This design comes from an exercise in tuning for small area on the open sky130 flow, not from production work.
The RTL was checked by simulation tests, not by an equivalence proof against the original design.
The clock port is modelled as an ideal driver; clocking choices that lean on that would not hold on a real chip.
Power and IR drop assume default switching activity.

## T
==> flow/design.v (excerpt) <==
module uart_main(
        input             sys_clk,
        input             rst,
        input [3:0]       key,
        input             UART_RX,
        input             SPI_MISO,
        output wire [3:0] scathod,
        output wire [6:0] ssegment,
        output wire [3:0] led,
        output wire       UART_TX,
        output wire       SPI_SCK,
        output wire       SPI_MOSI,
        output wire       SPI_SS
);
Settings: LEC_CHECK=0, CAP_MARGIN=20, CORE_MARGIN=2, CORE_UTILIZATION=40, SLEW_MARGIN=20, SYNTH_MEMORY_MAX_BITS=4096; clock period 10.0 ns.
standard.sh (not shown) runs the stock make flow with config.mk's settings and CLKGATE_MAP_FILE= SYNTH_SCRIPT=/design/flow/synth_recipe.tcl, a recipe that flattens the netlist after the stock synthesis.
==> flow/flow/run.sh <==
#!/bin/bash
# Own layout flow: the standard ORFS flow (standard.sh) with three changes.
#  1. Synthesis is synth_recipe.tcl unchanged except that Yosys's abc call uses
#     flow/area.abc, an area-oriented logic mapping script, instead of ORFS's speed
#     script. Registers are mapped before abc, so they keep their names and cells.
#  2. CTS runs without dummy loads (-dont_use_dummy_load), with CTS_BUF_LIST's buffers.
#  3. Ports are buffered (as the standard flow does) with sky130_fd_sc_hd__buf_1.
# Each tool's output goes to the ORFS logs under orfs/logs; make's output to flow.log.
set -euo pipefail
W=$(pwd)
F=$W/flow
{
  printf 'proc abc {args} {\n'
  printf '  set i [lsearch $args -script]\n'
  printf '  set args [lreplace $args $i [expr {$i + 1}] -script %s]\n' "$F/area.abc"
  printf '  yosys abc {*}$args\n'
  printf '}\n'
  cat "$W/synth_recipe.tcl"
} > "$W/area_synth.tcl"
sed "s#$W/synth_recipe.tcl#$W/area_synth.tcl#g" "$W/standard.sh" > "$W/area_standard.sh"
grep -q area_synth.tcl "$W/area_standard.sh"
BUFS=sky130_fd_sc_hd__clkbuf_16
export CTS_ARGS="-sink_clustering_enable -repair_clock_nets -dont_use_dummy_load -buf_list $BUFS"
export BUFFER_PORTS_ARGS="-buffer_cell sky130_fd_sc_hd__buf_1"
bash "$W/area_standard.sh" > "$W/flow.log" 2>&1
==> flow/flow/area.abc <==
strash; &get -n; &st; &deepsyn -J 20 -S 1; &dch -f; &nf -R 1000; &put
T completed; timing, DRC and antenna clean
Changes in Q relative to T:
==> flow/run.sh (new file) <==
#!/bin/bash
# synth_recipe.tcl (not shown) runs the flow's synth.tcl, then flattens the netlist and writes it again
# the make line also repeats each setting of config.mk as NAME=value (left out here)
make -C /OpenROAD-flow-scripts/flow DESIGN_CONFIG=/design/flow/config.mk WORK_HOME=/design/flow/orfs CLKGATE_MAP_FILE= SYNTH_SCRIPT=/design/flow/synth_recipe.tcl finish
removed: flow/flow/run.sh
removed: flow/flow/area.abc
removed: flow/standard.sh
--- outcome ---
Against T, the final cell area of Q is higher. The core of Q is more densely filled than that of T. Wire length on met3 in Q is 370 um higher than in T. Headroom to the max-slew limit ended up 15 points higher on Q than on T. Wire: Q routes more than T. On Q: sum of met2 wire segment lengths after detailed routing is 11% higher than what T gave. Compared with T, in Q worst slack on hold paths went up by 0.0056 ns; area after synthesis went up by about 14%. The share of the synthesized netlist area taken by xor and xnor gates in Q sits 0.38 points above the value recorded for T. Post-CTS clock slew at the launch and capture registers of the worst setup and hold paths came out higher on Q than on T.


uart_main, a different RTL version from the one above (not shown whole).
Size: ~780 cells after synthesis, about 190 flip-flops, roughly 7700 um^2 of cells after synthesis.
Settings: LEC_CHECK=0, CAP_MARGIN=20, CORE_MARGIN=2, CORE_UTILIZATION=60, SLEW_MARGIN=20, SYNTH_MEMORY_MAX_BITS=4096; clock period 10.0 ns.
==> flow/flow/run.sh <==
#!/bin/bash
# Own layout flow: the standard ORFS flow (standard.sh) with four changes.
#  1. Synthesis is synth_recipe.tcl unchanged except that Yosys's abc call uses
#     flow/area.abc, an area-oriented logic mapping script, instead of ORFS's speed
#     script. Registers are mapped before abc, so they keep their names and cells.
#  2. CTS runs without dummy loads (-dont_use_dummy_load), with clkbuf_8 buffers.
#  3. Ports are buffered (as the standard flow does) with sky130_fd_sc_hd__buf_1.
#  4. No adder extraction before abc (ADDER_MAP_FILE empty): abc maps the adders
#     together with the rest of the logic.
# Each tool's output goes to the ORFS logs under orfs/logs; make's output to flow.log.
set -euo pipefail
W=$(pwd)
F=$W/flow
{
  printf 'proc abc {args} {\n'
  printf '  set i [lsearch $args -script]\n'
  printf '  set args [lreplace $args $i [expr {$i + 1}] -script %s]\n' "$F/area.abc"
  printf '  yosys abc {*}$args\n'
  printf '}\n'
  cat "$W/synth_recipe.tcl"
} > "$W/area_synth.tcl"
sed -e "s#$W/synth_recipe.tcl#$W/area_synth.tcl#g" -e 's#^make -C \(.*\) "\${@:-finish}"$#make -C \1 ADDER_MAP_FILE= "${@:-finish}"#' "$W/standard.sh" > "$W/area_standard.sh"
grep -q "ADDER_MAP_FILE= " "$W/area_standard.sh"
grep -q area_synth.tcl "$W/area_standard.sh"
export CTS_ARGS="-sink_clustering_enable -repair_clock_nets -dont_use_dummy_load -buf_list sky130_fd_sc_hd__clkbuf_8"
export BUFFER_PORTS_ARGS="-buffer_cell sky130_fd_sc_hd__buf_1"
bash "$W/area_standard.sh" > "$W/flow.log" 2>&1
==> flow/flow/area.abc <==
strash; &get -n; &st; &deepsyn -J 20 -S 1; &dch -f; &nf -R 1000; &put
The baseline went through all stages and came out clean.
Rerun with:
Settings changed: CORE_UTILIZATION 60 to 40.
Result: The new run completed with no timing, DRC or antenna violations. Maximum frequency grows by a few percent. Die area grows by well over a third. First-iteration DRC count shrinks by roughly a tenth. Non-clock buffer count grows by 1. Synthesized area stays the same. Sequential share of layout area shrinks by 0.71 points. Routed wire length shrinks slightly. Cell count grows by a little under a tenth. Synthesized cell count stays the same. Via count shrinks by a few percent. Cell area grows slightly.


uart_main with an RTL version that a note above also has.
Size in the first run: roughly 780 cells after synthesis, about 190 flip-flops, about 27 I/O pins, ~8100 sq um of cells after synthesis.
Design uart_main, start of the top module:
module uart_main(
        input             sys_clk,
        input             rst,
        input [3:0]       key,
        input             UART_RX,
        input             SPI_MISO,
        output wire [3:0] scathod,
        output wire [6:0] ssegment,
        output wire [3:0] led,
        output wire       UART_TX,
        output wire       SPI_SCK,
        output wire       SPI_MOSI,
        output wire       SPI_SS
);
==> flow/config.mk <==
export PLATFORM = sky130hd
export DESIGN_NAME = uart_main
export DESIGN_NICKNAME = uart_main
export VERILOG_FILES = /design/flow/design.v
export SDC_FILE = /design/flow/constraint.sdc
export NUM_CORES = 4
export LEC_CHECK = 0
export CAP_MARGIN = 20
export CORE_MARGIN = 2
export CORE_UTILIZATION = 40
export SLEW_MARGIN = 20
export SYNTH_MEMORY_MAX_BITS = 4096
==> flow/constraint.sdc <==
create_clock -name core_clock -period 10.0 [get_ports {sys_clk}]
set_input_delay 2.0000 -clock core_clock [delete_from_list [all_inputs] [get_ports {sys_clk}]]
set_output_delay 2.0000 -clock core_clock [all_outputs]
set_load 0.01 [all_outputs]
==> flow/flow/run.sh <==
#!/bin/bash
# Own layout flow: the standard ORFS flow (standard.sh) with three changes.
#  1. Synthesis is synth_recipe.tcl unchanged except that Yosys's abc call uses
#     flow/area.abc, an area-oriented logic mapping script, instead of ORFS's speed
#     script. Registers are mapped before abc, so they keep their names and cells.
#  2. CTS runs without dummy loads (-dont_use_dummy_load), with CTS_BUF_LIST's buffers.
#  3. Ports are buffered (as the standard flow does) with sky130_fd_sc_hd__buf_1.
# Each tool's output goes to the ORFS logs under orfs/logs; make's output to flow.log.
set -euo pipefail
W=$(pwd)
F=$W/flow
{
  printf 'proc abc {args} {\n'
  printf '  set i [lsearch $args -script]\n'
  printf '  set args [lreplace $args $i [expr {$i + 1}] -script %s]\n' "$F/area.abc"
  printf '  yosys abc {*}$args\n'
  printf '}\n'
  cat "$W/synth_recipe.tcl"
} > "$W/area_synth.tcl"
sed "s#$W/synth_recipe.tcl#$W/area_synth.tcl#g" "$W/standard.sh" > "$W/area_standard.sh"
grep -q area_synth.tcl "$W/area_standard.sh"
BUFS=sky130_fd_sc_hd__clkbuf_8
export CTS_ARGS="-sink_clustering_enable -repair_clock_nets -dont_use_dummy_load -buf_list $BUFS"
export BUFFER_PORTS_ARGS="-buffer_cell sky130_fd_sc_hd__buf_1"
bash "$W/area_standard.sh" > "$W/flow.log" 2>&1
Scripts as last shown in full above: flow/flow/area.abc
The first run completed with no timing, DRC or antenna violations.
Next try:
==> flow/flow/run.sh (replaced) <==
#!/bin/bash
# Own layout flow: the standard ORFS flow (standard.sh) with four changes.
#  1. Synthesis is synth_recipe.tcl unchanged except that Yosys's abc call uses
#     flow/area.abc, an area-oriented logic mapping script, instead of ORFS's speed
#     script. Registers are mapped before abc, so they keep their names and cells.
#  2. CTS runs without dummy loads (-dont_use_dummy_load), with clkbuf_8 buffers.
#  3. Ports are buffered (as the standard flow does) with sky130_fd_sc_hd__buf_1.
#  4. No adder extraction before abc (ADDER_MAP_FILE empty): abc maps the adders
#     together with the rest of the logic.
# Each tool's output goes to the ORFS logs under orfs/logs; make's output to flow.log.
set -euo pipefail
W=$(pwd)
F=$W/flow
{
  printf 'proc abc {args} {\n'
  printf '  set i [lsearch $args -script]\n'
  printf '  set args [lreplace $args $i [expr {$i + 1}] -script %s]\n' "$F/area.abc"
  printf '  yosys abc {*}$args\n'
  printf '}\n'
  cat "$W/synth_recipe.tcl"
} > "$W/area_synth.tcl"
sed -e "s#$W/synth_recipe.tcl#$W/area_synth.tcl#g" -e 's#^make -C \(.*\) "\${@:-finish}"$#make -C \1 ADDER_MAP_FILE= "${@:-finish}"#' "$W/standard.sh" > "$W/area_standard.sh"
grep -q "ADDER_MAP_FILE= " "$W/area_standard.sh"
grep -q area_synth.tcl "$W/area_standard.sh"
export CTS_ARGS="-sink_clustering_enable -repair_clock_nets -dont_use_dummy_load -buf_list sky130_fd_sc_hd__clkbuf_8"
export BUFFER_PORTS_ARGS="-buffer_cell sky130_fd_sc_hd__buf_1"
bash "$W/area_standard.sh" > "$W/flow.log" 2>&1
Result:
- The new run produced a clean layout
- cell area fell by 3.1%
- final cell count is about the same
- count of clock-buffer cells in the layout is unchanged
- via count grows by about 2.6%
- power went down by about 0.5%


Another version of the RTL of uart_main (not shown whole).
Size in the first run: ~0.0077 mm² of cells after synthesis.
clock: 10.0 ns
lec_check: 0
cap_margin: 20
core_margin: 2
core_utilization: 75
slew_margin: 20
synth_memory_max_bits: 4096
==> flow/flow/run.sh <==
#!/bin/bash
# Own layout flow: the standard ORFS flow (standard.sh) with five changes.
#  1. Synthesis is synth_recipe.tcl unchanged except that Yosys's abc call uses
#     flow/area.abc, an area-oriented logic mapping script, instead of ORFS's speed
#     script. Registers are mapped before abc, so they keep their names and cells.
#  2. CTS runs without dummy loads (-dont_use_dummy_load), with clkbuf_8 buffers.
#  3. Ports are buffered (as the standard flow does) with sky130_fd_sc_hd__buf_1.
#  4. No adder extraction before abc (ADDER_MAP_FILE empty): abc maps the adders
#     together with the rest of the logic.
#  5. After CTS, flow/leafsize.tcl downsizes clock buffers (smallest fanout first)
#     as long as every flip-flop clock pin keeps a slew of at most 115 ps
#     (placement parasitics); the flow then goes on from the resized CTS result.
# Each tool's output goes to the ORFS logs under orfs/logs; make's output to flow.log.
set -euo pipefail
W=$(pwd)
F=$W/flow
{
  printf 'proc abc {args} {\n'
  printf '  set i [lsearch $args -script]\n'
  printf '  set args [lreplace $args $i [expr {$i + 1}] -script %s]\n' "$F/area.abc"
  printf '  yosys abc {*}$args\n'
  printf '}\n'
  cat "$W/synth_recipe.tcl"
} > "$W/area_synth.tcl"
sed -e "s#$W/synth_recipe.tcl#$W/area_synth.tcl#g" -e 's#^make -C \(.*\) "\${@:-finish}"$#make -C \1 ADDER_MAP_FILE= "${@:-finish}"#' "$W/standard.sh" > "$W/area_standard.sh"
grep -q "ADDER_MAP_FILE= " "$W/area_standard.sh"
grep -q area_synth.tcl "$W/area_standard.sh"
export CTS_ARGS="-sink_clustering_enable -repair_clock_nets -dont_use_dummy_load -buf_list sky130_fd_sc_hd__clkbuf_8"
export BUFFER_PORTS_ARGS="-buffer_cell sky130_fd_sc_hd__buf_1"
bash "$W/area_standard.sh" cts > "$W/flow_to_cts.log" 2>&1
R=$W/orfs/results/sky130hd/uart_main/base
CTS_RESULTS=$R openroad -no_init -no_splash -exit "$F/leafsize.tcl" > "$W/leafsize.log" 2>&1
cp "$R/4_1_cts.odb" "$R/4_cts.odb"
touch "$R/4_cts.sdc"
bash "$W/area_standard.sh" > "$W/flow.log" 2>&1
Other scripts of this flow, unchanged in this note and not shown: flow/flow/area.abc, flow/flow/leafsize.tcl
Change:
--- a/flow/config.mk
+++ b/flow/config.mk
@@ -8,5 +8,5 @@
 export CAP_MARGIN = 20
 export CORE_MARGIN = 2
-export CORE_UTILIZATION = 75
+export CORE_UTILIZATION = 60
 export SLEW_MARGIN = 20
 export SYNTH_MEMORY_MAX_BITS = 4096
Effect: Non-clock buffer count stays the same; sequential share of layout area decreases by 0.34 points; count of clock-buffer cells in the layout is unchanged; total power stays flat; hold slack barely changes; final cell count rose by a few percent.

separate check: timing with driven ports:
In the flow no input, the clock included, has a driving cell. The finished layouts below were timed again as built, in two steps. Step 1 assumes that a clkbuf_16 drives the clock port and a buf_2 every other input. Step 2, shift: input delay + t, output delay - t, t = (earliest + latest rising clock arrival at the registers) / 2. This alone moves slack from input paths to output paths. Three values: no drivers, after step 1, after step 2; two values: the first two.
run	t (ns)	slack for setup (ns)	worst setup path at the end	latest minus earliest clock arrival (ns)	cell pins on the clock port's net
T	0.467	5.182 / 5.140 / 5.606	register to output	0.028 / 0.027	1
Q	0.479	5.066 / 5.024 / 5.503	register to output	0.010 / 0.010	1
the first run of note 2	0.483	4.799 / 4.755 / 5.238	register to output	0.030 / 0.030	1
the second run of note 2	0.475	5.044 / 5.005 / 5.480	register to output	0.035 / 0.035	1
the first run of note 3	0.492	5.140 / 5.103 / 5.594	register to output	0.052 / 0.051	1
the second run of note 3	0.495	5.417 / 5.379 / 5.778	input to register	0.042 / 0.042	1
the first run of note 4	0.480	5.423 / 5.385 / 5.865	register to output	0.032 / 0.033	1
the second run of note 4	0.600	5.356 / 5.320 / 5.920	register to output	0.038 / 0.038	1
After both steps every run listed still meets setup and hold.
